From an optimization exercise on the open Yosys and OpenROAD flow, aimed at small area, a short achievable clock period and few clock cycles; shortcuts taken in it are not production practice.
Only simulation tests tie the RTL to the original design; equivalence was not proved.
Power figures rest on the tool's default switching activity, not on a simulated workload.

--- flow/design.v ---
module IMC(
    clk,
    rst_n,
    IN_VALID,
    IN,
    OUT_VALID,
    OUT
    );
input           clk, rst_n, IN_VALID;
input  [ 3:0]   IN;
output reg      OUT_VALID;
output reg [13:0] OUT;
reg  [3:0] t;                    
reg  [3:0] p3, p2, p1, p0;
wire dt1;
wire dt2;
wire dt3;
wire dt4;
wire dt5;
wire dt6;
wire dt7;
wire dt8;
wire dt9;
wire dt10;
wire dt11;
wire dt12;
wire dt13;
wire dt14;
wire dt15;
wire dt16;
wire dt17;
wire dt18;
wire dt19;
wire dt20;
wire dt21;
wire dt22;
wire dt23;
wire dt24;
wire dt25;
wire dt26;
wire dt27;
wire dt28;
wire dt29;
wire dt30;
wire dt31;
wire dt32;
wire dt33;
wire dt34;
wire dt35;
wire dt36;
wire dt37;
wire dt38;
wire dt39;
wire dt40;
wire dt41;
wire dt42;
wire dt43;
wire dt44;
wire dt45;
wire dt46;
wire dt47;
wire dt48;
wire dt49;
wire dt50;
wire dt51;
wire dt52;
wire dt53;
wire dt54;
wire dt55;
wire dt56;
wire dt57;
wire dt58;
wire dt59;
wire dt60;
wire dt61;
wire dt62;
wire dt63;
wire dt64;
wire dt65;
wire dt66;
wire dt67;
wire dt68;
wire dt69;
wire dt70;
wire dt71;
wire dt72;
wire dt73;
wire dt74;
wire dt75;
wire dt76;
wire dt77;
wire dt78;
wire dt79;
wire dt80;
wire dt81;
wire dt82;
assign dt1 = ((p3[0] & p0[2])) ^ ((p3[1] & p0[1])) ^ ((p3[2] & p0[0]));
assign dt2 = (((p3[0] & p0[2])) & ((p3[1] & p0[1]))) | (((p3[0] & p0[2])) & ((p3[2] & p0[0]))) | (((p3[1] & p0[1])) & ((p3[2] & p0[0])));
assign dt3 = (~(p3[0] & p0[3])) ^ ((p3[1] & p0[2])) ^ ((p3[2] & p0[1]));
assign dt4 = ((~(p3[0] & p0[3])) & ((p3[1] & p0[2]))) | ((~(p3[0] & p0[3])) & ((p3[2] & p0[1]))) | (((p3[1] & p0[2])) & ((p3[2] & p0[1])));
assign dt5 = (~(p3[3] & p0[0])) ^ ((p2[0] & p1[3])) ^ (~(p2[1] & p1[2]));
assign dt6 = ((~(p3[3] & p0[0])) & ((p2[0] & p1[3]))) | ((~(p3[3] & p0[0])) & (~(p2[1] & p1[2]))) | (((p2[0] & p1[3])) & (~(p2[1] & p1[2])));
assign dt7 = (~(p3[1] & p0[3])) ^ ((p3[2] & p0[2])) ^ (~(p3[3] & p0[1]));
assign dt8 = ((~(p3[1] & p0[3])) & ((p3[2] & p0[2]))) | ((~(p3[1] & p0[3])) & (~(p3[3] & p0[1]))) | (((p3[2] & p0[2])) & (~(p3[3] & p0[1])));
assign dt9 = ((p2[1] & p1[3])) ^ (~(p2[2] & p1[2])) ^ ((p2[3] & p1[1]));
assign dt10 = (((p2[1] & p1[3])) & (~(p2[2] & p1[2]))) | (((p2[1] & p1[3])) & ((p2[3] & p1[1]))) | ((~(p2[2] & p1[2])) & ((p2[3] & p1[1])));
assign dt11 = ((p3[0] & p0[1])) ^ ((p3[1] & p0[0])) ^ (~(p2[0] & p1[1]));
assign dt12 = (((p3[0] & p0[1])) & ((p3[1] & p0[0]))) | (((p3[0] & p0[1])) & (~(p2[0] & p1[1]))) | (((p3[1] & p0[0])) & (~(p2[0] & p1[1])));
assign dt13 = (~(p2[0] & p1[2])) ^ (~(p2[1] & p1[1])) ^ (~(p2[2] & p1[0]));
assign dt14 = ((~(p2[0] & p1[2])) & (~(p2[1] & p1[1]))) | ((~(p2[0] & p1[2])) & (~(p2[2] & p1[0]))) | ((~(p2[1] & p1[1])) & (~(p2[2] & p1[0])));
assign dt15 = (~(p2[2] & p1[1])) ^ ((p2[3] & p1[0])) ^ (1'b1);
assign dt16 = ((~(p2[2] & p1[1])) & ((p2[3] & p1[0]))) | ((~(p2[2] & p1[1])) & (1'b1)) | (((p2[3] & p1[0])) & (1'b1));
assign dt17 = (dt2) ^ (dt3) ^ (dt5);
assign dt18 = ((dt2) & (dt3)) | ((dt2) & (dt5)) | ((dt3) & (dt5));
assign dt19 = (1'b1) ^ (dt4) ^ (dt6);
assign dt20 = ((1'b1) & (dt4)) | ((1'b1) & (dt6)) | ((dt4) & (dt6));
assign dt21 = (dt7) ^ (dt9) ^ (dt16);
assign dt22 = ((dt7) & (dt9)) | ((dt7) & (dt16)) | ((dt9) & (dt16));
assign dt23 = (~(p3[2] & p0[3])) ^ (~(p3[3] & p0[2])) ^ ((p2[2] & p1[3]));
assign dt24 = ((~(p3[2] & p0[3])) & (~(p3[3] & p0[2]))) | ((~(p3[2] & p0[3])) & ((p2[2] & p1[3]))) | ((~(p3[3] & p0[2])) & ((p2[2] & p1[3])));
assign dt25 = ((p2[3] & p1[2])) ^ (dt8) ^ (dt10);
assign dt26 = (((p2[3] & p1[2])) & (dt8)) | (((p2[3] & p1[2])) & (dt10)) | ((dt8) & (dt10));
assign dt27 = (1'b1) ^ (dt1) ^ (dt12);
assign dt28 = ((1'b1) & (dt1)) | ((1'b1) & (dt12)) | ((dt1) & (dt12));
assign dt29 = (dt14) ^ (dt15) ^ (dt17);
assign dt30 = ((dt14) & (dt15)) | ((dt14) & (dt17)) | ((dt15) & (dt17));
assign dt31 = (dt18) ^ (dt19) ^ (dt21);
assign dt32 = ((dt18) & (dt19)) | ((dt18) & (dt21)) | ((dt19) & (dt21));
assign dt33 = (dt20) ^ (dt22) ^ (dt23);
assign dt34 = ((dt20) & (dt22)) | ((dt20) & (dt23)) | ((dt22) & (dt23));
assign dt35 = ((p3[3] & p0[3])) ^ (~(p2[3] & p1[3])) ^ (dt24);
assign dt36 = (((p3[3] & p0[3])) & (~(p2[3] & p1[3]))) | (((p3[3] & p0[3])) & (dt24)) | ((~(p2[3] & p1[3])) & (dt24));
assign dt37 = ((p3[0] & p0[0])) ^ (~(p2[0] & p1[0])) ^ (1'b1);
assign dt38 = (((p3[0] & p0[0])) & (~(p2[0] & p1[0]))) | (((p3[0] & p0[0])) & (1'b1)) | ((~(p2[0] & p1[0])) & (1'b1));
assign dt39 = (~(p2[1] & p1[0])) ^ (1'b1) ^ (dt11);
assign dt40 = ((~(p2[1] & p1[0])) & (1'b1)) | ((~(p2[1] & p1[0])) & (dt11)) | ((1'b1) & (dt11));
assign dt41 = (dt13) ^ (dt27) ^ (dt40);
assign dt42 = ((dt13) & (dt27)) | ((dt13) & (dt40)) | ((dt27) & (dt40));
assign dt43 = (dt28) ^ (dt29) ^ (dt42);
assign dt44 = ((dt28) & (dt29)) | ((dt28) & (dt42)) | ((dt29) & (dt42));
assign dt45 = (dt30) ^ (dt31) ^ (dt44);
assign dt46 = ((dt30) & (dt31)) | ((dt30) & (dt44)) | ((dt31) & (dt44));
assign dt47 = (dt25) ^ (dt32) ^ (dt33);
assign dt48 = ((dt25) & (dt32)) | ((dt25) & (dt33)) | ((dt32) & (dt33));
assign dt49 = (dt26) ^ (dt34) ^ (dt35);
assign dt50 = ((dt26) & (dt34)) | ((dt26) & (dt35)) | ((dt34) & (dt35));
assign dt51 = (dt37) & (1'b0);
assign dt52 = (dt38) & (dt39);
assign dt53 = (dt41) & (1'b0);
assign dt54 = (dt43) & (1'b0);
assign dt55 = (dt45) & (1'b0);
assign dt56 = (dt46) & (dt47);
assign dt57 = (dt48) & (dt49);
assign dt58 = (dt36) & (dt50);
assign dt59 = (dt37) ^ (1'b0);
assign dt60 = (dt38) ^ (dt39);
assign dt61 = (dt41) ^ (1'b0);
assign dt62 = (dt43) ^ (1'b0);
assign dt63 = (dt45) ^ (1'b0);
assign dt64 = (dt46) ^ (dt47);
assign dt65 = (dt48) ^ (dt49);
assign dt66 = (dt36) ^ (dt50);
assign dt67 = (dt51) | (1'b0 & dt59);
assign dt68 = (dt51 & dt60) | (dt52) | (1'b0 & dt59 & dt60);
assign dt69 = (dt51 & dt60 & dt61) | (dt52 & dt61) | (dt53) | (1'b0 & dt59 & dt60 & dt61);
assign dt70 = (dt51 & dt60 & dt61 & dt62) | (dt52 & dt61 & dt62) | (dt53 & dt62) | (dt54) | (1'b0 & dt59 & dt60 & dt61 & dt62);
assign dt71 = dt59 ^ (1'b0);
assign dt72 = dt60 ^ (dt67);
assign dt73 = dt61 ^ (dt68);
assign dt74 = dt62 ^ (dt69);
assign dt75 = (dt55) | (dt70 & dt63);
assign dt76 = (dt55 & dt64) | (dt56) | (dt70 & dt63 & dt64);
assign dt77 = (dt55 & dt64 & dt65) | (dt56 & dt65) | (dt57) | (dt70 & dt63 & dt64 & dt65);
assign dt78 = (dt55 & dt64 & dt65 & dt66) | (dt56 & dt65 & dt66) | (dt57 & dt66) | (dt58) | (dt70 & dt63 & dt64 & dt65 & dt66);
assign dt79 = dt63 ^ (dt70);
assign dt80 = dt64 ^ (dt75);
assign dt81 = dt65 ^ (dt76);
assign dt82 = dt66 ^ (dt77);
wire [7:0] det = {dt82,dt81,dt80,dt79,dt74,dt73,dt72,dt71};
wire [6:0]  dlow = {|det[5:0], |det[4:0], |det[3:0], |det[2:0], |det[1:0], det[0], 1'b0};
wire [6:0]  dmag = det[6:0] ^ ({7{det[7]}} & dlow);
wire        nonsing = |det;
reg  [6:0]  D;                   
reg         sd;                  
wire [16:0] R;                   
wire rg0;
wire rg1;
wire rg2;
wire rg3;
wire rg4;
wire rg5;
wire rg6;
wire rg7;
wire rg8;
wire rg9;
wire rg10;
wire rg11;
wire rg12;
wire rg13;
wire rg14;
wire rg15;
wire rg16;
wire rg17;
wire rg18;
wire rg19;
wire rg20;
wire rg21;
wire rg22;
wire rg23;
wire rg24;
wire rg25;
wire rg26;
wire rg27;
wire rg28;
wire rg29;
wire rg30;
wire rg31;
wire rg32;
wire rg33;
wire rg34;
wire rg35;
wire rg36;
wire rg37;
wire rg38;
wire rg39;
wire rg40;
wire rg41;
wire rg42;
wire rg43;
wire rg44;
wire rg45;
wire rg46;
wire rg47;
wire rg48;
wire rg49;
wire rg50;
wire rg51;
wire rg52;
wire rg53;
wire rg54;
wire rg55;
wire rg56;
wire rg57;
wire rg58;
wire rg59;
wire rg60;
wire rg61;
wire rg62;
wire rg63;
wire rg64;
wire rg65;
wire rg66;
wire rg67;
wire rg68;
wire rg69;
wire rg70;
wire rg71;
wire rg72;
wire rg73;
wire rg74;
wire rg75;
wire rg76;
wire rg77;
wire rg78;
wire rg79;
wire rg80;
wire rg81;
wire rg82;
wire rg83;
wire rg84;
wire rg85;
wire rg86;
wire rg87;
wire rg88;
wire rg89;
wire rg90;
wire rg91;
wire rg92;
wire rg93;
wire rg94;
wire rg95;
wire rg96;
wire rg97;
wire rg98;
wire rg99;
wire rg100;
wire rg101;
wire rg102;
wire rg103;
wire rg104;
wire rg105;
wire rg106;
wire rg107;
wire rg108;
wire rg109;
wire rg110;
wire rg111;
wire rg112;
wire rg113;
wire rg114;
wire rg115;
wire rg116;
wire rg117;
wire rg118;
wire rg119;
wire rg120;
wire rg121;
wire rg122;
wire rg123;
wire rg124;
wire rg125;
wire rg126;
wire rg127;
wire rg128;
wire rg129;
wire rg130;
wire rg131;
wire rg132;
wire rg133;
wire rg134;
wire rg135;
wire rg136;
wire rg137;
wire rg138;
wire rg139;
wire rg140;
wire rg141;
wire rg142;
wire rg143;
wire rg144;
wire rg145;
wire rg146;
wire rg147;
wire rg148;
wire rg149;
wire rg150;
wire rg151;
wire rg152;
wire rg153;
wire rg154;
wire rg155;
wire rg156;
wire rg157;
wire rg158;
wire rg159;
wire rg160;
wire rg161;
wire rg162;
wire rg163;
wire rg164;
wire rg165;
wire rg166;
wire rg167;
wire rg168;
wire rg169;
wire rg170;
wire rg171;
wire rg172;
wire rg173;
wire rg174;
wire rg175;
wire rg176;
wire rg177;
wire rg178;
wire rg179;
wire rg180;
wire rg181;
wire rg182;
wire rg183;
wire rg184;
wire rg185;
wire rg186;
wire rg187;
wire rg188;
wire rg189;
wire rg190;
wire rg191;
wire rg192;
wire rg193;
wire rg194;
wire rg195;
wire rg196;
wire rg197;
wire rg198;
wire rg199;
wire rg200;
wire rg201;
wire rg202;
wire rg203;
wire rg204;
wire rg205;
wire rg206;
wire rg207;
wire rg208;
wire rg209;
wire rg210;
wire rg211;
wire rg212;
wire rg213;
wire rg214;
wire rg215;
wire rg216;
wire rg217;
wire rg218;
wire rg219;
wire rg220;
wire rg221;
wire rg222;
wire rg223;
wire rg224;
wire rg225;
wire rg226;
wire rg227;
wire rg228;
wire rg229;
wire rg230;
wire rg231;
wire rg232;
wire rg233;
wire rg234;
wire rg235;
wire rg236;
wire rg237;
wire rg238;
wire rg239;
wire rg240;
wire rg241;
wire rg242;
wire rg243;
wire rg244;
wire rg245;
wire rg246;
wire rg247;
wire rg248;
wire rg249;
wire rg250;
wire rg251;
wire rg252;
wire rg253;
wire rg254;
wire rg255;
wire rg256;
wire rg257;
wire rg258;
wire rg259;
wire rg260;
wire rg261;
wire rg262;
wire rg263;
wire rg264;
wire rg265;
wire rg266;
wire rg267;
wire rg268;
wire rg269;
wire rg270;
wire rg271;
wire rg272;
wire rg273;
wire rg274;
wire rg275;
wire rg276;
wire rg277;
wire rg278;
wire rg279;
wire rg280;
wire rg281;
wire rg282;
wire rg283;
wire rg284;
wire rg285;
wire rg286;
wire rg287;
wire rg288;
wire rg289;
wire rg290;
wire rg291;
wire rg292;
wire rg293;
wire rg294;
wire rg295;
wire rg296;
wire rg297;
wire rg298;
wire rg299;
wire rg300;
wire rg301;
wire rg302;
wire rg303;
wire rg304;
wire rg305;
wire rg306;
wire rg307;
wire rg308;
wire rg309;
wire rg310;
wire rg311;
wire rg312;
wire rg313;
wire rg314;
wire rg315;
wire rg316;
wire rg317;
wire rg318;
wire rg319;
wire rg320;
wire rg321;
wire rg322;
wire rg323;
wire rg324;
wire rg325;
wire rg326;
wire rg327;
wire rg328;
wire rg329;
wire rg330;
assign rg306 = ~D[2];
assign rg305 = ~D[1];
assign rg304 = ~(D[4] | D[5]);
assign rg303 = ~(D[5] | D[6]);
assign rg302 = rg304 & ~(D[6]);
assign rg301 = D[0] | ~(D[1]);
assign rg300 = ~(D[3] | D[2]);
assign rg299 = D[1] & ~(D[2]);
assign rg298 = D[3] | D[0];
assign rg297 = rg299 & ~(rg298);
assign rg296 = ~(D[3] | D[4]);
assign R[15] = rg302 & rg297;
assign rg295 = D[0] & D[1];
assign rg294 = D[2] | rg295;
assign rg293 = D[0] | D[1];
assign rg292 = ~(D[2] & rg293);
assign rg291 = D[0] & ~(D[2]);
assign rg290 = ~(D[1] & rg291);
assign rg289 = D[0] | ~(D[2]);
assign rg288 = D[2] & ~(rg293);
assign rg287 = rg290 & ~(rg288);
assign rg286 = D[3] | rg287;
assign R[14] = rg302 & ~(rg286);
assign rg285 = D[2] | ~(D[3]);
assign rg284 = D[2] | D[1];
assign rg283 = D[3] & ~(D[0]);
assign rg282 = rg293 | rg285;
assign rg281 = D[2] & D[1];
assign rg280 = ~(D[2] & D[1]);
assign rg279 = D[3] | rg280;
assign rg278 = D[0] & ~(D[3]);
assign rg277 = D[2] & D[0];
assign rg276 = ~(D[2] & rg278);
assign rg275 = D[3] | rg292;
assign rg274 = ~(rg282 & rg275);
assign R[13] = rg302 & rg274;
assign rg273 = ~(D[3] | D[1]);
assign rg272 = ~(D[3] | rg281);
assign rg271 = rg280 & rg278;
assign rg270 = D[3] | ~(rg295);
assign rg269 = ~(rg284 & rg278);
assign rg268 = rg281 | rg269;
assign rg267 = D[0] | rg284;
assign rg266 = D[3] & rg267;
assign rg265 = ~(D[4] | rg266);
assign rg264 = ~(rg268 & rg265);
assign rg263 = rg300 & ~(rg293);
assign rg262 = rg263 | ~(D[4]);
assign rg261 = rg303 & rg262;
assign R[12] = rg264 & rg261;
assign rg260 = D[4] | ~(rg263);
assign rg259 = D[5] & rg260;
assign rg258 = ~(D[6] | rg259);
assign rg257 = D[1] | ~(D[0]);
assign rg256 = rg301 & rg257;
assign rg255 = rg285 | rg256;
assign rg254 = rg298 | rg280;
assign rg253 = rg304 & rg254;
assign rg252 = ~(rg255 & rg253);
assign rg251 = D[4] & ~(D[5]);
assign rg250 = ~(rg263 & rg251);
assign rg249 = rg252 & rg250;
assign R[11] = rg258 & rg249;
assign rg248 = ~(rg304 & rg263);
assign rg247 = ~(D[6] & rg248);
assign rg246 = rg291 | ~(rg289);
assign rg245 = D[3] & rg280;
assign rg244 = ~(rg246 & rg245);
assign rg243 = ~(rg270 & rg244);
assign rg242 = ~(rg304 & rg243);
assign rg241 = rg272 & rg267;
assign rg240 = ~(rg251 & rg241);
assign rg239 = rg242 & rg240;
assign rg238 = ~(rg258 & rg239);
assign R[10] = rg247 & rg238;
assign rg237 = ~(D[4] | rg263);
assign rg236 = ~(D[3] & rg294);
assign rg235 = rg237 & rg236;
assign rg234 = ~(D[5] & rg235);
assign rg233 = D[2] & ~(rg295);
assign rg232 = D[2] & ~(rg256);
assign rg231 = rg295 ? rg285 : rg292;
assign rg230 = rg231 | ~(rg304);
assign rg229 = ~(D[3] | rg291);
assign rg228 = D[1] | rg291;
assign rg227 = rg284 | ~(rg298);
assign rg226 = ~(D[1] & rg229);
assign rg225 = ~(rg227 & rg226);
assign rg224 = ~(rg251 & rg225);
assign rg223 = rg230 & rg224;
assign rg222 = ~(rg234 & rg223);
assign R[9] = D[6] ? rg248 : rg222;
assign rg221 = ~(rg284 & rg280);
assign rg220 = D[0] | ~(rg284);
assign rg219 = D[0] ? D[2] : rg221;
assign rg218 = ~(D[3] | rg219);
assign rg217 = ~(D[4] | rg218);
assign rg216 = ~(rg236 & rg217);
assign rg215 = rg300 | ~(D[4]);
assign rg214 = D[5] & rg215;
assign rg213 = ~(rg216 & rg214);
assign rg212 = D[3] & rg284;
assign rg211 = D[0] | rg280;
assign rg210 = ~(rg212 & rg211);
assign rg209 = ~(rg268 & rg210);
assign rg208 = ~(rg304 & rg209);
assign rg207 = ~(D[3] & rg221);
assign rg206 = D[2] ? D[1] : D[0];
assign rg205 = rg283 | rg206;
assign rg204 = rg251 & rg205;
assign rg203 = ~(rg207 & rg204);
assign rg202 = rg208 & rg203;
assign rg201 = ~(rg213 & rg202);
assign rg200 = D[4] & ~(rg272);
assign rg199 = ~(D[5] | rg200);
assign rg198 = rg260 & rg199;
assign R[8] = D[6] ? rg198 : rg201;
assign rg197 = rg266 | rg215;
assign rg196 = ~(D[0] & rg281);
assign rg195 = rg236 | ~(rg196);
assign rg194 = D[3] | rg256;
assign rg193 = rg276 & rg194;
assign rg192 = rg195 & rg193;
assign rg191 = D[4] | rg192;
assign rg190 = ~(rg197 & rg191);
assign rg189 = ~(D[5] & rg190);
assign rg188 = D[3] | rg289;
assign rg187 = D[3] & ~(rg291);
assign rg186 = D[2] & rg301;
assign rg185 = ~(D[2] & rg256);
assign rg184 = ~(rg187 & rg185);
assign rg183 = ~(rg188 & rg184);
assign rg182 = ~(rg251 & rg183);
assign rg181 = ~(rg304 & rg293);
assign rg180 = D[3] ? rg206 : rg280;
assign rg179 = rg181 | rg180;
assign rg178 = rg182 & rg179;
assign rg177 = rg189 & rg178;
assign rg176 = D[6] | rg177;
assign rg175 = rg212 | ~(rg237);
assign rg174 = ~(rg199 & rg175);
assign rg173 = ~(rg296 & rg196);
assign rg172 = ~(D[5] & rg173);
assign rg171 = D[6] & rg172;
assign rg170 = ~(rg174 & rg171);
assign R[7] = ~(rg176 & rg170);
assign rg169 = ~(rg212 & rg196);
assign rg168 = ~(rg217 & rg169);
assign rg167 = D[4] & rg279;
assign rg166 = rg167 & ~(rg245);
assign rg165 = ~(D[5] | rg166);
assign rg164 = ~(rg168 & rg165);
assign rg163 = D[3] | rg284;
assign rg162 = ~(D[4] & rg163);
assign rg161 = rg172 | ~(rg162);
assign rg160 = D[6] & rg161;
assign rg159 = ~(rg164 & rg160);
assign rg158 = D[3] ? rg219 : rg228;
assign rg157 = ~(D[4] & rg158);
assign rg156 = ~(D[3] & rg257);
assign rg155 = ~(D[3] & rg256);
assign rg154 = ~(D[4] | rg271);
assign rg153 = ~(rg155 & rg154);
assign rg152 = D[5] & rg157;
assign rg151 = ~(rg153 & rg152);
assign rg150 = ~(rg289 & rg212);
assign rg149 = ~(rg286 & rg150);
assign rg148 = ~(rg251 & rg149);
assign rg147 = D[3] | rg299;
assign rg146 = rg304 & rg246;
assign rg145 = rg147 & rg146;
assign rg144 = ~(D[6] | rg145);
assign rg143 = rg148 & rg144;
assign rg142 = ~(rg151 & rg143);
assign R[6] = rg159 & rg142;
assign rg141 = rg306 ? rg257 : D[0];
assign rg140 = ~(rg272 & rg141);
assign rg139 = D[4] & rg140;
assign rg138 = ~(rg155 & rg139);
assign rg137 = D[3] | rg232;
assign rg136 = rg284 & rg283;
assign rg135 = ~(D[4] | rg136);
assign rg134 = ~(rg137 & rg135);
assign rg133 = ~(rg138 & rg134);
assign rg132 = ~(D[5] & rg133);
assign rg131 = rg304 & rg156;
assign rg130 = ~(rg137 & rg131);
assign rg129 = ~(rg293 & rg187);
assign rg128 = rg277 | ~(rg273);
assign rg127 = rg251 & rg128;
assign rg126 = ~(rg129 & rg127);
assign rg125 = rg130 & rg126;
assign rg124 = rg132 & rg125;
assign rg123 = D[6] | rg124;
assign rg122 = rg233 | rg147;
assign rg121 = rg285 & rg122;
assign rg120 = D[4] | rg121;
assign rg119 = D[5] & rg162;
assign rg118 = ~(rg120 & rg119);
assign rg117 = D[1] & rg289;
assign rg116 = ~(D[3] & rg117);
assign rg115 = rg194 & rg116;
assign rg114 = ~(rg304 & rg115);
assign rg113 = rg251 & ~(rg221);
assign rg112 = D[6] & ~(rg113);
assign rg111 = rg114 & rg112;
assign rg110 = ~(rg118 & rg111);
assign R[5] = ~(rg123 & rg110);
assign rg109 = rg270 & rg188;
assign rg108 = ~(rg265 & rg109);
assign rg107 = ~(D[3] & rg220);
assign rg106 = D[0] | ~(rg300);
assign rg105 = D[4] & rg106;
assign rg104 = rg194 & rg105;
assign rg103 = ~(rg107 & rg104);
assign rg102 = D[5] & rg103;
assign rg101 = ~(rg108 & rg102);
assign rg100 = ~(rg293 & rg280);
assign rg99 = D[5] | rg100;
assign rg98 = ~(rg162 | rg99);
assign rg97 = ~(D[6] | rg98);
assign rg96 = ~(D[3] & rg186);
assign rg95 = rg269 & rg96;
assign rg94 = ~(rg255 & rg95);
assign rg93 = ~(rg304 & rg94);
assign rg92 = rg97 & rg93;
assign rg91 = ~(rg101 & rg92);
assign rg90 = D[3] | rg221;
assign rg89 = ~(D[4] & rg90);
assign rg88 = rg117 | ~(rg296);
assign rg87 = D[5] & rg88;
assign rg86 = rg89 & rg87;
assign rg85 = ~(rg116 & rg86);
assign rg307 = ~(D[2] ^ rg301);
assign rg308 = ~(D[3] & rg307);
assign rg309 = D[3] ? rg307 : D[0];
assign rg310 = ~(rg304 & rg298);
assign rg311 = ~(rg304 & rg309);
assign rg312 = ~(rg305 & rg106);
assign rg313 = ~(rg251 & rg312);
assign rg314 = D[6] & rg313;
assign rg315 = rg311 & rg314;
assign rg316 = ~(rg85 & rg315);
assign R[4] = rg91 & rg316;
assign rg317 = ~(rg229 & rg211);
assign rg318 = rg308 & rg317;
assign rg319 = D[4] | rg318;
assign rg320 = D[4] & ~(D[3]);
assign rg321 = ~(rg257 & rg320);
assign rg322 = rg186 | rg321;
assign rg323 = ~(rg319 & rg322);
assign rg324 = ~(D[5] & rg323);
assign rg325 = ~(rg280 & rg155);
assign rg326 = ~(rg304 & rg325);
assign rg327 = D[6] & rg326;
assign rg328 = rg306 ? rg194 : rg298;
assign rg329 = rg283 | ~(rg328);
assign rg330 = ~(rg251 & rg329);
assign rg0 = rg327 & rg330;
assign rg1 = ~(rg324 & rg0);
assign rg2 = rg328 | ~(D[4]);
assign rg3 = ~(rg296 & rg233);
assign rg4 = rg255 & rg3;
assign rg5 = ~(rg2 & rg4);
assign rg6 = ~(D[5] & rg5);
assign rg7 = D[3] ? rg186 : rg219;
assign rg8 = rg7 | ~(rg251);
assign rg9 = ~(rg301 | rg300);
assign rg10 = rg304 & rg9;
assign rg11 = ~(D[6] | rg10);
assign rg12 = rg8 & rg11;
assign rg13 = ~(rg6 & rg12);
assign R[3] = rg1 & rg13;
assign rg14 = rg320 & ~(rg291);
assign rg15 = ~(rg211 & rg14);
assign rg16 = ~(D[1] | D[4]);
assign rg17 = ~(rg296 & rg288);
assign rg18 = rg306 & ~(rg155);
assign rg19 = ~(rg15 & rg17);
assign rg20 = rg18 | rg19;
assign rg21 = ~(D[5] & rg20);
assign rg22 = ~(rg300 & rg295);
assign rg23 = ~(D[3] & rg288);
assign rg24 = rg275 & rg23;
assign rg25 = ~(rg22 & rg24);
assign rg26 = ~(rg304 & rg25);
assign rg27 = ~(rg273 & rg246);
assign rg28 = ~(rg305 & rg187);
assign rg29 = ~(rg27 & rg28);
assign rg30 = rg251 & rg29;
assign rg31 = ~(D[6] | rg30);
assign rg32 = rg26 & rg31;
assign rg33 = ~(rg21 & rg32);
assign rg34 = rg272 & rg257;
assign rg35 = D[3] & rg100;
assign rg36 = ~(rg34 | rg35);
assign rg37 = D[4] | rg36;
assign rg38 = rg306 | rg321;
assign rg39 = ~(rg37 & rg38);
assign rg40 = ~(D[5] & rg39);
assign rg41 = ~(rg251 & rg34);
assign rg42 = rg206 | rg310;
assign rg43 = D[6] & rg42;
assign rg44 = rg41 & rg43;
assign rg45 = ~(rg40 & rg44);
assign R[2] = rg33 & rg45;
assign rg46 = D[0] ? rg280 : rg284;
assign rg47 = D[3] ? rg46 : rg287;
assign rg48 = D[4] | ~(rg47);
assign rg49 = D[5] & rg262;
assign rg50 = ~(rg48 & rg49);
assign rg51 = D[2] ? rg278 : rg283;
assign rg52 = ~(rg304 & rg51);
assign rg53 = rg251 & ~(rg22);
assign rg54 = rg277 & rg320;
assign rg55 = ~(D[5] & rg54);
assign rg56 = D[6] & rg55;
assign rg57 = rg52 & ~(rg53);
assign rg58 = rg56 & rg57;
assign rg59 = ~(rg50 & rg58);
assign rg60 = ~(rg16 & rg51);
assign rg61 = D[3] ? rg290 : rg46;
assign rg62 = rg61 | ~(D[4]);
assign rg63 = ~(rg60 & rg62);
assign rg64 = ~(D[5] & rg63);
assign rg65 = rg287 | ~(D[3]);
assign rg66 = ~(rg27 & rg65);
assign rg67 = ~(rg251 & rg66);
assign rg68 = rg136 | ~(rg22);
assign rg69 = rg304 & rg68;
assign rg70 = ~(D[6] | rg69);
assign rg71 = rg67 & rg70;
assign rg72 = ~(rg64 & rg71);
assign R[1] = rg59 & rg72;
assign rg73 = ~(rg254 & rg23);
assign rg74 = ~(rg304 & rg73);
assign rg75 = ~(rg56 & rg74);
assign rg76 = D[3] | rg257;
assign rg77 = rg282 & rg76;
assign rg78 = D[4] | rg77;
assign rg79 = ~(rg117 & rg14);
assign rg80 = ~(rg78 & rg79);
assign rg81 = D[5] & rg80;
assign rg82 = rg282 | ~(rg251);
assign rg83 = D[6] | ~(rg82);
assign rg84 = rg81 | rg83;
assign R[0] = rg75 & rg84;
assign R[16] = rg302 & ~(rg163);
wire        res = (t != 4'd4);   
wire [3:0]  xlow = {|p3[2:0], |p3[1:0], p3[0], 1'b0};
wire [3:0]  m = (p3 ^ ({4{p3[3]}} & xlow)) & {4{res}};
wire        neg = res & (p3[3] ^ sd ^ (t == 4'd6 || t == 4'd7));
wire        s8 = m[3] | (m[2] & m[1] & m[0]);
wire        s4 = m[2] ^ (m[1] & m[0]);
wire        s1 = m[0];
wire        s2 = m[1] & ~m[0];
wire        n0 = m[1] & m[0];
wire mu1;
wire mu2;
wire mu3;
wire mu4;
wire mu5;
wire mu6;
wire mu7;
wire mu8;
wire mu9;
wire mu10;
wire mu11;
wire mu12;
wire mu13;
wire mu14;
wire mu15;
wire mu16;
wire mu17;
wire mu18;
wire mu19;
wire mu20;
wire mu21;
wire mu22;
wire mu23;
wire mu24;
wire mu25;
wire mu26;
wire mu27;
wire mu28;
wire mu29;
wire mu30;
wire mu31;
wire mu32;
wire mu33;
wire mu34;
wire mu35;
wire mu36;
wire mu37;
wire mu38;
wire mu39;
wire mu40;
wire mu41;
wire mu42;
wire mu43;
wire mu44;
wire mu45;
wire mu46;
wire mu47;
wire mu48;
wire mu49;
wire mu50;
wire mu51;
wire mu52;
wire mu53;
wire mu54;
wire mu55;
wire mu56;
wire mu57;
wire mu58;
wire mu59;
wire mu60;
wire mu61;
wire mu62;
wire mu63;
wire mu64;
wire mu65;
wire mu66;
wire mu67;
wire mu68;
wire mu69;
wire mu70;
wire mu71;
wire mu72;
wire mu73;
wire mu74;
wire mu75;
wire mu76;
wire mu77;
wire mu78;
wire mu79;
wire mu80;
wire mu81;
wire mu82;
wire mu83;
wire mu84;
wire mu85;
wire mu86;
wire mu87;
wire mu88;
wire mu89;
wire mu90;
wire mu91;
wire mu92;
wire mu93;
wire mu94;
wire mu95;
wire mu96;
wire mu97;
wire mu98;
wire mu99;
wire mu100;
wire mu101;
wire mu102;
wire mu103;
wire mu104;
wire mu105;
wire mu106;
wire mu107;
wire mu108;
assign mu1 = ((((s1 & R[6]) | (s2 & R[5])) ^ n0)) ^ ((s4 & R[4]) | (s8 & R[3])) ^ (neg);
assign mu2 = (((((s1 & R[6]) | (s2 & R[5])) ^ n0)) & ((s4 & R[4]) | (s8 & R[3]))) | (((((s1 & R[6]) | (s2 & R[5])) ^ n0)) & (neg)) | (((s4 & R[4]) | (s8 & R[3])) & (neg));
assign mu3 = ((((s1 & R[7]) | (s2 & R[6])) ^ n0)) ^ ((s4 & R[5]) | (s8 & R[4])) ^ (neg);
assign mu4 = (((((s1 & R[7]) | (s2 & R[6])) ^ n0)) & ((s4 & R[5]) | (s8 & R[4]))) | (((((s1 & R[7]) | (s2 & R[6])) ^ n0)) & (neg)) | (((s4 & R[5]) | (s8 & R[4])) & (neg));
assign mu5 = ((((s1 & R[8]) | (s2 & R[7])) ^ n0)) ^ ((s4 & R[6]) | (s8 & R[5])) ^ (neg);
assign mu6 = (((((s1 & R[8]) | (s2 & R[7])) ^ n0)) & ((s4 & R[6]) | (s8 & R[5]))) | (((((s1 & R[8]) | (s2 & R[7])) ^ n0)) & (neg)) | (((s4 & R[6]) | (s8 & R[5])) & (neg));
assign mu7 = ((((s1 & R[9]) | (s2 & R[8])) ^ n0)) ^ ((s4 & R[7]) | (s8 & R[6])) ^ (neg);
assign mu8 = (((((s1 & R[9]) | (s2 & R[8])) ^ n0)) & ((s4 & R[7]) | (s8 & R[6]))) | (((((s1 & R[9]) | (s2 & R[8])) ^ n0)) & (neg)) | (((s4 & R[7]) | (s8 & R[6])) & (neg));
assign mu9 = ((((s1 & R[10]) | (s2 & R[9])) ^ n0)) ^ ((s4 & R[8]) | (s8 & R[7])) ^ (neg);
assign mu10 = (((((s1 & R[10]) | (s2 & R[9])) ^ n0)) & ((s4 & R[8]) | (s8 & R[7]))) | (((((s1 & R[10]) | (s2 & R[9])) ^ n0)) & (neg)) | (((s4 & R[8]) | (s8 & R[7])) & (neg));
assign mu11 = ((((s1 & R[11]) | (s2 & R[10])) ^ n0)) ^ ((s4 & R[9]) | (s8 & R[8])) ^ (neg);
assign mu12 = (((((s1 & R[11]) | (s2 & R[10])) ^ n0)) & ((s4 & R[9]) | (s8 & R[8]))) | (((((s1 & R[11]) | (s2 & R[10])) ^ n0)) & (neg)) | (((s4 & R[9]) | (s8 & R[8])) & (neg));
assign mu13 = ((((s1 & R[12]) | (s2 & R[11])) ^ n0)) ^ ((s4 & R[10]) | (s8 & R[9])) ^ (neg);
assign mu14 = (((((s1 & R[12]) | (s2 & R[11])) ^ n0)) & ((s4 & R[10]) | (s8 & R[9]))) | (((((s1 & R[12]) | (s2 & R[11])) ^ n0)) & (neg)) | (((s4 & R[10]) | (s8 & R[9])) & (neg));
assign mu15 = ((((s1 & R[13]) | (s2 & R[12])) ^ n0)) ^ ((s4 & R[11]) | (s8 & R[10])) ^ (neg);
assign mu16 = (((((s1 & R[13]) | (s2 & R[12])) ^ n0)) & ((s4 & R[11]) | (s8 & R[10]))) | (((((s1 & R[13]) | (s2 & R[12])) ^ n0)) & (neg)) | (((s4 & R[11]) | (s8 & R[10])) & (neg));
assign mu17 = ((((s1 & R[14]) | (s2 & R[13])) ^ n0)) ^ ((s4 & R[12]) | (s8 & R[11])) ^ (neg);
assign mu18 = (((((s1 & R[14]) | (s2 & R[13])) ^ n0)) & ((s4 & R[12]) | (s8 & R[11]))) | (((((s1 & R[14]) | (s2 & R[13])) ^ n0)) & (neg)) | (((s4 & R[12]) | (s8 & R[11])) & (neg));
assign mu19 = ((((s1 & R[15]) | (s2 & R[14])) ^ n0)) ^ ((s4 & R[13]) | (s8 & R[12])) ^ (neg);
assign mu20 = (((((s1 & R[15]) | (s2 & R[14])) ^ n0)) & ((s4 & R[13]) | (s8 & R[12]))) | (((((s1 & R[15]) | (s2 & R[14])) ^ n0)) & (neg)) | (((s4 & R[13]) | (s8 & R[12])) & (neg));
assign mu21 = ((((s1 & R[16]) | (s2 & R[15])) ^ n0)) ^ ((s4 & R[14]) | (s8 & R[13])) ^ (neg);
assign mu22 = (((((s1 & R[16]) | (s2 & R[15])) ^ n0)) & ((s4 & R[14]) | (s8 & R[13]))) | (((((s1 & R[16]) | (s2 & R[15])) ^ n0)) & (neg)) | (((s4 & R[14]) | (s8 & R[13])) & (neg));
assign mu23 = ((((s2 & R[16])) ^ n0)) ^ ((s4 & R[15]) | (s8 & R[14])) ^ (neg);
assign mu24 = (((((s2 & R[16])) ^ n0)) & ((s4 & R[15]) | (s8 & R[14]))) | (((((s2 & R[16])) ^ n0)) & (neg)) | (((s4 & R[15]) | (s8 & R[14])) & (neg));
assign mu25 = (n0) ^ ((s4 & R[16]) | (s8 & R[15])) ^ (neg);
assign mu26 = ((n0) & ((s4 & R[16]) | (s8 & R[15]))) | ((n0) & (neg)) | (((s4 & R[16]) | (s8 & R[15])) & (neg));
assign mu27 = (n0) ^ ((s8 & R[16])) ^ (neg);
assign mu28 = ((n0) & ((s8 & R[16]))) | ((n0) & (neg)) | (((s8 & R[16])) & (neg));
assign mu29 = ((((s1 & R[0])) ^ n0)) & (1'b0);
assign mu30 = ((((s1 & R[1]) | (s2 & R[0])) ^ n0)) & (1'b0);
assign mu31 = ((((s1 & R[2]) | (s2 & R[1])) ^ n0)) & ((s4 & R[0]));
assign mu32 = ((((s1 & R[3]) | (s2 & R[2])) ^ n0)) & ((s4 & R[1]) | (s8 & R[0]));
assign mu33 = ((((s1 & R[4]) | (s2 & R[3])) ^ n0)) & ((s4 & R[2]) | (s8 & R[1]));
assign mu34 = ((((s1 & R[5]) | (s2 & R[4])) ^ n0)) & ((s4 & R[3]) | (s8 & R[2]));
assign mu35 = (mu1) & (1'b0);
assign mu36 = (mu2) & (mu3);
assign mu37 = (mu4) & (mu5);
assign mu38 = (mu6) & (mu7);
assign mu39 = (mu8) & (mu9);
assign mu40 = (mu10) & (mu11);
assign mu41 = (mu12) & (mu13);
assign mu42 = (mu14) & (mu15);
assign mu43 = (mu16) & (mu17);
assign mu44 = (mu18) & (mu19);
assign mu45 = (mu20) & (mu21);
assign mu46 = (mu22) & (mu23);
assign mu47 = (mu24) & (mu25);
assign mu48 = (mu26) & (mu27);
assign mu49 = ((((s1 & R[0])) ^ n0)) ^ (1'b0);
assign mu50 = ((((s1 & R[1]) | (s2 & R[0])) ^ n0)) ^ (1'b0);
assign mu51 = ((((s1 & R[2]) | (s2 & R[1])) ^ n0)) ^ ((s4 & R[0]));
assign mu52 = ((((s1 & R[3]) | (s2 & R[2])) ^ n0)) ^ ((s4 & R[1]) | (s8 & R[0]));
assign mu53 = ((((s1 & R[4]) | (s2 & R[3])) ^ n0)) ^ ((s4 & R[2]) | (s8 & R[1]));
assign mu54 = ((((s1 & R[5]) | (s2 & R[4])) ^ n0)) ^ ((s4 & R[3]) | (s8 & R[2]));
assign mu55 = (mu1) ^ (1'b0);
assign mu56 = (mu2) ^ (mu3);
assign mu57 = (mu4) ^ (mu5);
assign mu58 = (mu6) ^ (mu7);
assign mu59 = (mu8) ^ (mu9);
assign mu60 = (mu10) ^ (mu11);
assign mu61 = (mu12) ^ (mu13);
assign mu62 = (mu14) ^ (mu15);
assign mu63 = (mu16) ^ (mu17);
assign mu64 = (mu18) ^ (mu19);
assign mu65 = (mu20) ^ (mu21);
assign mu66 = (mu22) ^ (mu23);
assign mu67 = (mu24) ^ (mu25);
assign mu68 = (mu26) ^ (mu27);
assign mu69 = (mu29) | (n0 & mu49);
assign mu70 = (mu29 & mu50) | (mu30) | (n0 & mu49 & mu50);
assign mu71 = (mu29 & mu50 & mu51) | (mu30 & mu51) | (mu31) | (n0 & mu49 & mu50 & mu51);
assign mu72 = (mu29 & mu50 & mu51 & mu52) | (mu30 & mu51 & mu52) | (mu31 & mu52) | (mu32) | (n0 & mu49 & mu50 & mu51 & mu52);
assign mu73 = mu49 ^ (n0);
assign mu74 = mu50 ^ (mu69);
assign mu75 = mu51 ^ (mu70);
assign mu76 = mu52 ^ (mu71);
assign mu77 = (mu33) | (mu72 & mu53);
assign mu78 = (mu33 & mu54) | (mu34) | (mu72 & mu53 & mu54);
assign mu79 = (mu33 & mu54 & mu55) | (mu34 & mu55) | (mu35) | (mu72 & mu53 & mu54 & mu55);
assign mu80 = (mu33 & mu54 & mu55 & mu56) | (mu34 & mu55 & mu56) | (mu35 & mu56) | (mu36) | (mu72 & mu53 & mu54 & mu55 & mu56);
assign mu81 = mu53 ^ (mu72);
assign mu82 = mu54 ^ (mu77);
assign mu83 = mu55 ^ (mu78);
assign mu84 = mu56 ^ (mu79);
assign mu85 = (mu37) | (mu80 & mu57);
assign mu86 = (mu37 & mu58) | (mu38) | (mu80 & mu57 & mu58);
assign mu87 = (mu37 & mu58 & mu59) | (mu38 & mu59) | (mu39) | (mu80 & mu57 & mu58 & mu59);
assign mu88 = (mu37 & mu58 & mu59 & mu60) | (mu38 & mu59 & mu60) | (mu39 & mu60) | (mu40) | (mu80 & mu57 & mu58 & mu59 & mu60);
assign mu89 = mu57 ^ (mu80);
assign mu90 = mu58 ^ (mu85);
assign mu91 = mu59 ^ (mu86);
assign mu92 = mu60 ^ (mu87);
assign mu93 = (mu41) | (mu88 & mu61);
assign mu94 = (mu41 & mu62) | (mu42) | (mu88 & mu61 & mu62);
assign mu95 = (mu41 & mu62 & mu63) | (mu42 & mu63) | (mu43) | (mu88 & mu61 & mu62 & mu63);
assign mu96 = (mu41 & mu62 & mu63 & mu64) | (mu42 & mu63 & mu64) | (mu43 & mu64) | (mu44) | (mu88 & mu61 & mu62 & mu63 & mu64);
assign mu97 = mu61 ^ (mu88);
assign mu98 = mu62 ^ (mu93);
assign mu99 = mu63 ^ (mu94);
assign mu100 = mu64 ^ (mu95);
assign mu101 = (mu45) | (mu96 & mu65);
assign mu102 = (mu45 & mu66) | (mu46) | (mu96 & mu65 & mu66);
assign mu103 = (mu45 & mu66 & mu67) | (mu46 & mu67) | (mu47) | (mu96 & mu65 & mu66 & mu67);
assign mu104 = (mu45 & mu66 & mu67 & mu68) | (mu46 & mu67 & mu68) | (mu47 & mu68) | (mu48) | (mu96 & mu65 & mu66 & mu67 & mu68);
assign mu105 = mu65 ^ (mu96);
assign mu106 = mu66 ^ (mu101);
assign mu107 = mu67 ^ (mu102);
assign mu108 = mu68 ^ (mu103);
wire [19:0] prod = {mu108,mu107,mu106,mu105,mu100,mu99,mu98,mu97,mu92,mu91,mu90,mu89,mu84,mu83,mu82,mu81,mu76,mu75,mu74,mu73};
wire [13:0] qout = prod[19:6] ^ {14{neg}};
wire        shift = ~t[2] & ~t[3];  
always @(posedge clk) begin
    if (shift) begin
        p3 <= p2; p2 <= p1; p1 <= p0; p0 <= IN;
    end else begin
        p3 <= p0; p2 <= p1; p1 <= p3; p0 <= p2;
    end
    if (t == 4'd4) begin
        D  <= dmag;
        sd <= det[7];
    end
    OUT <= qout;
end
always @(posedge clk) begin
    if (!rst_n) begin
        t <= 4'd0;
        OUT_VALID <= 1'b0;
    end else begin
        OUT_VALID <= 1'b0;
        case (t)
            4'd0: t <= IN_VALID ? 4'd1 : 4'd0;
            4'd4: begin
                t <= nonsing ? 4'd5 : 4'd0;
                OUT_VALID <= ~nonsing;
            end
            4'd5, 4'd6, 4'd7, 4'd8: begin
                t <= (t == 4'd8) ? 4'd0 : t + 4'd1;
                OUT_VALID <= 1'b1;
            end
            default: t <= t + 4'd1;
        endcase
    end
end
endmodule
--- flow/run.sh ---
#!/bin/bash
# synth_recipe.tcl (not shown) runs the flow's synth.tcl, then flattens the netlist and writes it again
# the make line also repeats each setting of config.mk as NAME=value (left out here)
make -C /OpenROAD-flow-scripts/flow DESIGN_CONFIG=/design/flow/config.mk WORK_HOME=/design/flow/orfs CLKGATE_MAP_FILE= SYNTH_SCRIPT=/design/flow/synth_recipe.tcl finish
--- flow/config.mk ---
export PLATFORM = sky130hd
export DESIGN_NAME = IMC
export DESIGN_NICKNAME = IMC
export VERILOG_FILES = /design/flow/design.v
export SDC_FILE = /design/flow/constraint.sdc
export NUM_CORES = 4
export LEC_CHECK = 0
export ABC_AREA = 1
export CAP_MARGIN = 20
export CORE_MARGIN = 2
export CORE_UTILIZATION = 40
export SLEW_MARGIN = 20
--- flow/constraint.sdc ---
create_clock -name core_clock -period 33.0 [get_ports {clk}]
set_input_delay 6.6000 -clock core_clock [delete_from_list [all_inputs] [get_ports {clk}]]
set_output_delay 6.6000 -clock core_clock [all_outputs]
set_load 0.01 [all_outputs]
==> run summary, run 1 <==
I/O pin count 22; Die Ht roughly 120 um; Crit path max-delay family buffers and inverters; synth cell count leaders nand2_1, inv_1, nor2_1; root buf cell clkbuf_16; Achievable Freq between 100 and 150 MHz; first-pass GRT wire length around 23000 um; CP Max Fanout 1; P&R area growth vs syn 9.37%; Rows between 40 and 50; FF+latch count, synth 43; Layout Skew 0.00317 ns; Critical Path End Type output pin; routed len/inst 14.8 um; most frequent cell after synthesis nand2_1; vias in the first global route between 4000 and 5000; fin crit share 23.4%; GR Util All Layers around a fifth; vias ~5000; setup_tns 0 ns; synthesized area roughly 5300 sq um; Skew-Pair Late Insertion Delay slightly below 0.3 ns; CTS tree built; final setup fails 0; chip width approximately 120 um; flop2flop setup slack between 20 and 30 ns; die area roughly 14000 sq um; post-route ant nets 0; crit path time final slightly below 8 ns; first drt pass iteration count 7; Yosys top cell area share approximately 14%; CTS Buffer Depth 2; post-synthesis sequential area ratio approximately 18%; Worst Path Arrival 1.13 ns; ranking of synthesized cells by area fa_1, dfxtp_1, ha_1; syn_nets between 800 and 900; Hold Crit Class flop to flop; remaining global-route overflow 0; async set-reset flop share out of synthesis 0%; number of distinct library cells after synthesis 48; Cell Chain, Critical Path clkdlybuf4s50_1; core area ~13000 sq um; LEAKAGE between 2 and 3 nW; number of enable flip-flop cells after synthesis 8; final WL 13600 um; Setup CP Type flop to output pin; # DRC 0; Critical Path Start Type flop; Port Buffers 21; post-DP HPWL roughly 11000 um; outcome timing/DRC/antenna clean; 1st-iter DRT viols 434; Hold Fails Final Rpt 0; ys flop type dfxtp_1; vias per cell about 5.4; # hold bufs at CTS 0; Num CTS Buffers 5; number of max-cap violations 0; Least-Margin Pin Slew 0.964 ns; clock sinks between 40 and 50; overall power ~0.41 mW; routability congestion estimate 1.01; share of layout cells above drive strength 1 under 10%; initial antenna violation count 0; worst path bufs/invs 1; largest net degree at the start of global routing 32; unrepaired setup endpoints after global routing false; clock-pin slew on the worst setup and hold paths ~0.060 ns; Slew headroom between 30% and 40%; Post-CTS Setup Repair Bufs 0; syn avg cell area between 7 and 8 sq um; Post-Syn Instances around 740; post-CTS resize count 0; Max stage delay cell, worst path clkdlybuf4s50_1; Ys Warns 1; slowest cell delay on critical path ~0.53 ns; Synth area leader fa_1; P per Cell Area 70.5 nW/um^2; CTS H-tree depth 2; Max rail drop VDD approximately 0.043 mV; starting density of the core about 41%; max-slew violations 0; Inserted Diodes 0; Critical Path RT around 26 ns; Post-layout nets around 840
[cell families after synthesis]
logic type	synth area share (%)
flip-flops	17.6
adder cells (fa/ha/maj)	25.3
AO/OA/AOI/OAI	14.9
AND/OR/NAND/NOR	23.1
XOR/XNOR	5.90
multiplexers	1.90
buffers and inverters	11.3
[routing by layer]
| layer | global-route usage [%] | vias up | share of wire [%] |
|---|---|---|---|
| met1 | 24.4 | 2310 | 43 |
| li1 | - | 2403 | - |
| met3 | 3.56 | 50 | 7.3 |
| met5 | 0 | - | 0 |
| met4 | 9.26 | 0 | 4.1 |
| met2 | 32.2 | 239 | 46 |
[cells in the final DEF, fill, tap and decap left out, types with 9 or more instances in the layout]
cell,instances
nand2_1,149
inv_1,122
nor2_1,65
ha_1,49
o21ai_0,39
nand3_1,39
fa_1,37
dfxtp_1,35
a21oi_1,32
xor2_1,24
clkdlybuf4s50_1,21
o22ai_1,19
xnor2_1,12
mux2_2,9
o221ai_1,9
[registers in the layout, summed over array words and instances, names as in the netlist]
name,count
OUT,14
D,7
p0,4
p2,4
p1,4
OUT_VALID,1
p3,4
t,4
sd,1
[worst paths after layout]
check | startpoint | endpoint | cells after the start
max | OUT_VALID | OUT_VALID | 1
max reg2reg | D[2] | OUT[13] | 33
min | p1[0] | p2[0] | 0
min reg2reg | p1[0] | p2[0] | 0
[where the power goes]
group | switching, mW | total (mW) | internal (mW)
logic | 0.148 | 0.270 | 0.122
registers | 0.00755 | 0.0860 | 0.0784
clock network | 0.0229 | 0.0558 | 0.0330
total | 0.179 | 0.412 | 0.233
[final cells by class]
type,count,area [sq um]
clock buffer,6,150
clock inverter,2,16.3
fill,1375,7290
inverter,128,480
multi-input combinational,543,3800
sequential,43,941
tap,176,220
timing repair buffer,24,233
[per-stage QoR]
step           hold slack (ns)  instances  instance area [sq um]  setup slack [ns]  utilization [%]
3_3_place_gp             0.403        914                   5670             25.58             43.2
5_1_grt                  0.430        922                   5840             25.22             44.5
3_5_place_dp             0.409        914                   5670             25.52             43.2
4_1_cts                  0.415        922                   5840             25.25             44.5
6_report                 0.412        922                   5840             25.27             44.5
2_1_floorplan            0.376        737                   5340             26.04                -
Testbench counts, summed over its fixed seeds: cycles 118,728.
==> run 2, diff against run 1 <==
==> flow/flow/run.sh (new file) <==
#!/bin/bash
# Layout flow: the standard synthesis, then the combinational logic between
# the (unchanged) flip-flops is mapped again by ABC for area; the rest is the
# standard ORFS layout, with the port buffers made of buf_2 cells.
set -euo pipefail
HERE=$(pwd)
F=$HERE/flow
LIB=$FLOW_HOME/platforms/sky130hd/lib/sky130_fd_sc_hd__tt_025C_1v80.lib
RES=$HERE/orfs/results/sky130hd/IMC/base
YOSYS=$FLOW_HOME/../tools/install/yosys/bin/yosys
[[ -x $YOSYS ]] || YOSYS=yosys

# 1. standard synthesis
bash standard.sh synth > synth.log 2>&1

# 2. re-map the combinational logic
cp $RES/1_2_yosys.v $HERE/standard_netlist.v
{
  echo "read_liberty -ignore_miss_func $LIB"
  echo "blackbox $(tr '\n' ' ' < $F/seq_cells.txt)"
  echo "read_verilog $HERE/standard_netlist.v"
  echo "hierarchy -top $FLOW_TOP"
  echo "flatten"
  echo "hierarchy -top $FLOW_TOP"
  echo "opt -purge"
  echo "abc -liberty $LIB -script $F/area.abc $(sed 's/^/-dont_use /' $F/dont_use.txt | tr '\n' ' ')"
  echo "opt_clean -purge"
  echo "hilomap -singleton -hicell sky130_fd_sc_hd__conb_1 HI -locell sky130_fd_sc_hd__conb_1 LO"
  echo "splitnets"
  echo "opt_clean -purge"
  echo "stat -liberty $LIB"
  echo "write_verilog -noattr -noexpr -nohex -nodec $HERE/resynth.v"
} > $HERE/resynth.ys
$YOSYS -s $HERE/resynth.ys > resynth.log 2>&1
cp $HERE/resynth.v $RES/1_2_yosys.v
rm -f $RES/1_synth.odb $RES/1_synth.sdc
touch $RES/1_2_yosys.v

# 3. the standard layout from the new netlist
bash standard.sh BUFFER_PORTS_ARGS="-buffer_cell sky130_fd_sc_hd__buf_2" finish > layout.log 2>&1
==> flow/flow/area.abc (new file) <==
strash
dc2
dch -f
amap
==> flow/flow/dont_use.txt (new file) <==
sky130_fd_sc_hd__lpflow_bleeder_1
sky130_fd_sc_hd__lpflow_clkbufkapwr_1
sky130_fd_sc_hd__lpflow_clkbufkapwr_16
sky130_fd_sc_hd__lpflow_clkbufkapwr_2
sky130_fd_sc_hd__lpflow_clkbufkapwr_4
sky130_fd_sc_hd__lpflow_clkbufkapwr_8
sky130_fd_sc_hd__lpflow_clkinvkapwr_1
sky130_fd_sc_hd__lpflow_clkinvkapwr_16
sky130_fd_sc_hd__lpflow_clkinvkapwr_2
sky130_fd_sc_hd__lpflow_clkinvkapwr_4
sky130_fd_sc_hd__lpflow_clkinvkapwr_8
sky130_fd_sc_hd__lpflow_decapkapwr_12
sky130_fd_sc_hd__lpflow_decapkapwr_3
sky130_fd_sc_hd__lpflow_decapkapwr_4
sky130_fd_sc_hd__lpflow_decapkapwr_6
sky130_fd_sc_hd__lpflow_decapkapwr_8
sky130_fd_sc_hd__lpflow_inputiso0n_1
sky130_fd_sc_hd__lpflow_inputiso0p_1
sky130_fd_sc_hd__lpflow_inputiso1n_1
sky130_fd_sc_hd__lpflow_inputiso1p_1
sky130_fd_sc_hd__lpflow_inputisolatch_1
sky130_fd_sc_hd__lpflow_isobufsrc_1
sky130_fd_sc_hd__lpflow_isobufsrc_16
sky130_fd_sc_hd__lpflow_isobufsrc_2
sky130_fd_sc_hd__lpflow_isobufsrc_4
sky130_fd_sc_hd__lpflow_isobufsrc_8
sky130_fd_sc_hd__lpflow_isobufsrckapwr_16
sky130_fd_sc_hd__lpflow_lsbuf_lh_hl_isowell_tap_1
sky130_fd_sc_hd__lpflow_lsbuf_lh_hl_isowell_tap_2
sky130_fd_sc_hd__lpflow_lsbuf_lh_hl_isowell_tap_4
sky130_fd_sc_hd__lpflow_lsbuf_lh_isowell_4
sky130_fd_sc_hd__lpflow_lsbuf_lh_isowell_tap_1
sky130_fd_sc_hd__lpflow_lsbuf_lh_isowell_tap_2
sky130_fd_sc_hd__lpflow_lsbuf_lh_isowell_tap_4
sky130_fd_sc_hd__probe_p_8
sky130_fd_sc_hd__probec_p_8
==> flow/flow/seq_cells.txt (new file) <==
sky130_fd_sc_hd__dfbbn_1
sky130_fd_sc_hd__dfbbn_2
sky130_fd_sc_hd__dfbbp_1
sky130_fd_sc_hd__dfrbp_1
sky130_fd_sc_hd__dfrbp_2
sky130_fd_sc_hd__dfrtn_1
sky130_fd_sc_hd__dfrtp_1
sky130_fd_sc_hd__dfrtp_2
sky130_fd_sc_hd__dfrtp_4
sky130_fd_sc_hd__dfsbp_1
sky130_fd_sc_hd__dfsbp_2
sky130_fd_sc_hd__dfstp_1
sky130_fd_sc_hd__dfstp_2
sky130_fd_sc_hd__dfstp_4
sky130_fd_sc_hd__dfxbp_1
sky130_fd_sc_hd__dfxbp_2
sky130_fd_sc_hd__dfxtp_1
sky130_fd_sc_hd__dfxtp_2
sky130_fd_sc_hd__dfxtp_4
sky130_fd_sc_hd__dlclkp_1
sky130_fd_sc_hd__dlclkp_2
sky130_fd_sc_hd__dlclkp_4
sky130_fd_sc_hd__dlrbn_1
sky130_fd_sc_hd__dlrbn_2
sky130_fd_sc_hd__dlrbp_1
sky130_fd_sc_hd__dlrbp_2
sky130_fd_sc_hd__dlrtn_1
sky130_fd_sc_hd__dlrtn_2
sky130_fd_sc_hd__dlrtn_4
sky130_fd_sc_hd__dlrtp_1
sky130_fd_sc_hd__dlrtp_2
sky130_fd_sc_hd__dlrtp_4
sky130_fd_sc_hd__dlxbn_1
sky130_fd_sc_hd__dlxbn_2
sky130_fd_sc_hd__dlxbp_1
sky130_fd_sc_hd__dlxtn_1
sky130_fd_sc_hd__dlxtn_2
sky130_fd_sc_hd__dlxtn_4
sky130_fd_sc_hd__dlxtp_1
sky130_fd_sc_hd__edfxbp_1
sky130_fd_sc_hd__edfxtp_1
sky130_fd_sc_hd__lpflow_inputisolatch_1
sky130_fd_sc_hd__sdfbbn_1
sky130_fd_sc_hd__sdfbbn_2
sky130_fd_sc_hd__sdfbbp_1
sky130_fd_sc_hd__sdfrbp_1
sky130_fd_sc_hd__sdfrbp_2
sky130_fd_sc_hd__sdfrtn_1
sky130_fd_sc_hd__sdfrtp_1
sky130_fd_sc_hd__sdfrtp_2
sky130_fd_sc_hd__sdfrtp_4
sky130_fd_sc_hd__sdfsbp_1
sky130_fd_sc_hd__sdfsbp_2
sky130_fd_sc_hd__sdfstp_1
sky130_fd_sc_hd__sdfstp_2
sky130_fd_sc_hd__sdfstp_4
sky130_fd_sc_hd__sdfxbp_1
sky130_fd_sc_hd__sdfxbp_2
sky130_fd_sc_hd__sdfxtp_1
sky130_fd_sc_hd__sdfxtp_2
sky130_fd_sc_hd__sdfxtp_4
sky130_fd_sc_hd__sdlclkp_1
sky130_fd_sc_hd__sdlclkp_2
sky130_fd_sc_hd__sdlclkp_4
sky130_fd_sc_hd__sedfxbp_1
sky130_fd_sc_hd__sedfxbp_2
sky130_fd_sc_hd__sedfxtp_1
sky130_fd_sc_hd__sedfxtp_2
sky130_fd_sc_hd__sedfxtp_4
==> flow/standard.sh (new file) <==
#!/bin/bash
# synth_recipe.tcl (not shown) runs the flow's synth.tcl, then flattens the netlist and writes it again
# the make line also repeats each setting of config.mk as NAME=value (left out here)
make -C /OpenROAD-flow-scripts/flow DESIGN_CONFIG=/design/flow/config.mk WORK_HOME=/design/flow/orfs CLKGATE_MAP_FILE= SYNTH_SCRIPT=/design/flow/synth_recipe.tcl "${@:-finish}"
--- a/flow/config.mk
+++ b/flow/config.mk
@@ -5,8 +5,7 @@
 export SDC_FILE = /design/flow/constraint.sdc
 export NUM_CORES = 4
 export LEC_CHECK = 0
-export ABC_AREA = 1
 export CAP_MARGIN = 20
 export CORE_MARGIN = 2
-export CORE_UTILIZATION = 40
+export CORE_UTILIZATION = 70
 export SLEW_MARGIN = 20
removed: flow/run.sh
==> run summary, run 2 <==
placed insts 929 (+1.6%); die area 7400 sq um (-48%); vias in the first global route 5481 (+13%); Port Buffers 21 (unchanged); # DRC 0 (unchanged); crit path time final 7.43 ns (-0.301 ns); Crit path max-delay family compound AO/OA/AOI/OAI gates; outcome timing/DRC/antenna clean; first-pass GRT wire length 23700 um (+4.8%); Rows 29 (-31%); final WL 14200 um (+4.3%); final setup fails 0 (unchanged); starting density of the core 73.3% (+33 points); Num CTS Buffers 5 (unchanged); Worst Path Arrival 7.63 ns (+6.50 ns); share of layout cells above drive strength 1 3.84% (-2.1 points); routed len/inst 15.2 um (+2.7%); CP Max Fanout 27 (+26); Critical R2R Launch D[3]; Achievable Freq 135 MHz (+4.1%); LEAKAGE 1.83 nW (-36%); Setup CP Type flop to flop; syn_nets 835 (+0.60%); Inserted Diodes 0 (unchanged); largest registers OUT (14), D (7); Sw Share 57.2% (+14 points); synthesized area 4710 sq um (-12%); routability congestion estimate 1.25 (+24%); slowest cell delay on critical path 0.93 ns (+0.40 ns); CTS Buffer Depth 2 (unchanged); worst path bufs/invs 3 (+2); wire length on met3 1700 um (+71%); P per Cell Area 116 nW/um^2 (+65%); min setup slack post-route 25.57 ns (+0.301 ns); max FFs per register 14 (unchanged); post-DP HPWL 10200 um (-2.8%); core area 6420 sq um (-51%); GR Util All Layers 38.8% (+19 points); Layout Skew 0.0127 ns (+0.00950 ns); highest-count cells in the layout ignoring fill and taps nor2_1, o21ai_0, clkinv_1, nand2_1, a21oi_1; Post-Layout Cell Count 937 (+1.6%); largest net degree at the start of global routing 36 (+13%); setup_tns 0 ns (unchanged); Setup WS pre-CTS 25.41 ns (-0.112 ns); Die Ht 86.0 um (-28%); DR WL met2 6100 um (-2.8%); Worst Hold Launch p1[1]; chip width 86.0 um (-28%); Critical Path End Type flop; Pint 0.252 mW (+8.1%); Switch Pwr 0.336 mW (+88%); number of max-cap violations 0 (unchanged); Critical Path RT 33.20 ns (+6.80 ns); clock sinks 43 (unchanged); Routed met1 length 5420 um (-6.7%); Post-CTS Setup Repair Bufs 0 (unchanged); most common cell after layout, fill and taps aside nor2_1; post-CTS resize count 0 (unchanged); Least-Margin Pin Slew 1.02 ns (+0.0555 ns); max-slew violations 0 (unchanged); combinational share of power 77.6% (+12 points); root buf cell clkbuf_8; CTS H-tree depth 2 (unchanged); first drt pass iteration count 12 (+5); Skew-Pair Late Insertion Delay 0.31 ns (+0.02 ns); # hold bufs at CTS 0 (unchanged); vias 6169 (+23%); Max rail drop VDD 0.152 mV (+260%); Worst Setup SP D[3]; fin crit share 22.5% (-0.91 points); Post-Syn Instances 828 (+12%); Hold Fails Final Rpt 0 (unchanged); initial antenna violation count 0 (unchanged); I/O pin count 22 (unchanged); uppermost layer routed met4; Slew headroom 31.8% (-3.7 points); 1st-iter DRT viols 829 (+91%); clock power share 6.2% (-7.4 points); Post-layout nets 866 (+3.3%); Flop pwr share 16.1% (-4.8 points); P&R area growth vs syn 7.17%; vias per cell 6.58 (+21%); cell mode on critical path nor2_1; largest reg by FF count OUT; Ys Warns 1 (unchanged); clock-pin slew on the worst setup and hold paths 0.10 ns (+0.04 ns); unrepaired setup endpoints after global routing false; syn avg cell area 5.69 sq um (-22%); CTS tree built; Critical Path Start Type flop; Max stage delay cell, worst path edfxtp_1; Hold Crit Class flop to flop; post-route ant nets 0 (unchanged); remaining global-route overflow 0 (unchanged)
==> run 2: per-stage QoR <==
step | hold WS [ns] | power [mW] | cell area (sq um) | utilization (%)
finish | 0.363 | 0.588 | 5050 | 78.6
floorplan | 0.338 | 0.448 | 4710 | -
global placement | 0.343 | 0.517 | 4950 | 77.1
detailed placement | 0.351 | 0.537 | 4950 | 77.1
global route | 0.375 | 0.659 | 5050 | 78.6
CTS | 0.362 | 0.576 | 5050 | 78.6
==> run 2: worst paths after layout <==
| check | endpoint | slack [ns] | cells past startpoint |
|---|---|---|---|
| setup / recovery | OUT[13] | 25.57 | 34 |
| hold reg to reg | p2[1] | 0.36 | 0 |
| setup reg to reg | OUT[13] | 25.57 | 34 |
| hold / removal | p2[1] | 0.36 | 0 |
==> run 2: power groups by stage <==
stage          Combinational, mW  Clock, mW  Sequential [mW]
3_5_place_dp               0.442          0           0.0951
5_1_grt                    0.524     0.0388           0.0966
4_1_cts                    0.445     0.0368           0.0939
6_report                   0.456     0.0367           0.0948
2_1_floorplan              0.350          0           0.0979
3_3_place_gp               0.423          0           0.0947
==> run 2: layout make-up <==
| type | count | area, sq um |
|---|---|---|
| sequential | 43 | 941 |
| inverter | 91 | 342 |
| tap | 77 | 96.3 |
| timing repair buffer | 24 | 128 |
| fill | 529 | 1370 |
| multi-input combinational | 694 | 3450 |
| clock buffer | 5 | 68.8 |
| clock inverter | 3 | 26.3 |
==> run 2: per-layer routing <==
layer  up-vias  global-route usage, %
li1       3023                      -
met1      2558                   46.4
met2       460                   62.7
met3       128                   10.4
met4         0                   22.1
met5         -                      0

## static timing again, ports no longer ideal
Ports are ideal in the flow. The routed layouts listed here were re-timed in OpenROAD. Step 1 (the two cells are an assumption about what drives the block):
set clk [get_ports {clk}]
set_driving_cell -lib_cell sky130_fd_sc_hd__clkbuf_16 $clk
set_driving_cell -lib_cell sky130_fd_sc_hd__buf_2 [delete_from_list [all_inputs] $clk]
Step 2 times the ports against the registers' clock, not the clock port: input delays grow and output delays shrink by t, the midpoint of the rising clock arrivals with the driver on. Three values: ideal, step 1, step 2; two values: the first two.
| run | t, ns | setup slack, ns | worst setup path at the end | worst data-port slew with drivers (ns) | cell pins on the clock port's net |
|---|---|---|---|---|---|
| run 1 | 0.326 | 25.266 / 25.230 / 25.524 | input to register | 0.03 | 1 |
| run 2 | 0.336 | 25.568 / 25.568 / 25.419 | input to register | 0.03 | 1 |
After both steps setup and hold are still met in every run listed. The setup slack of run 2, which loses most, moves by 0.000 ns with the drivers and by -0.149 ns with both steps.
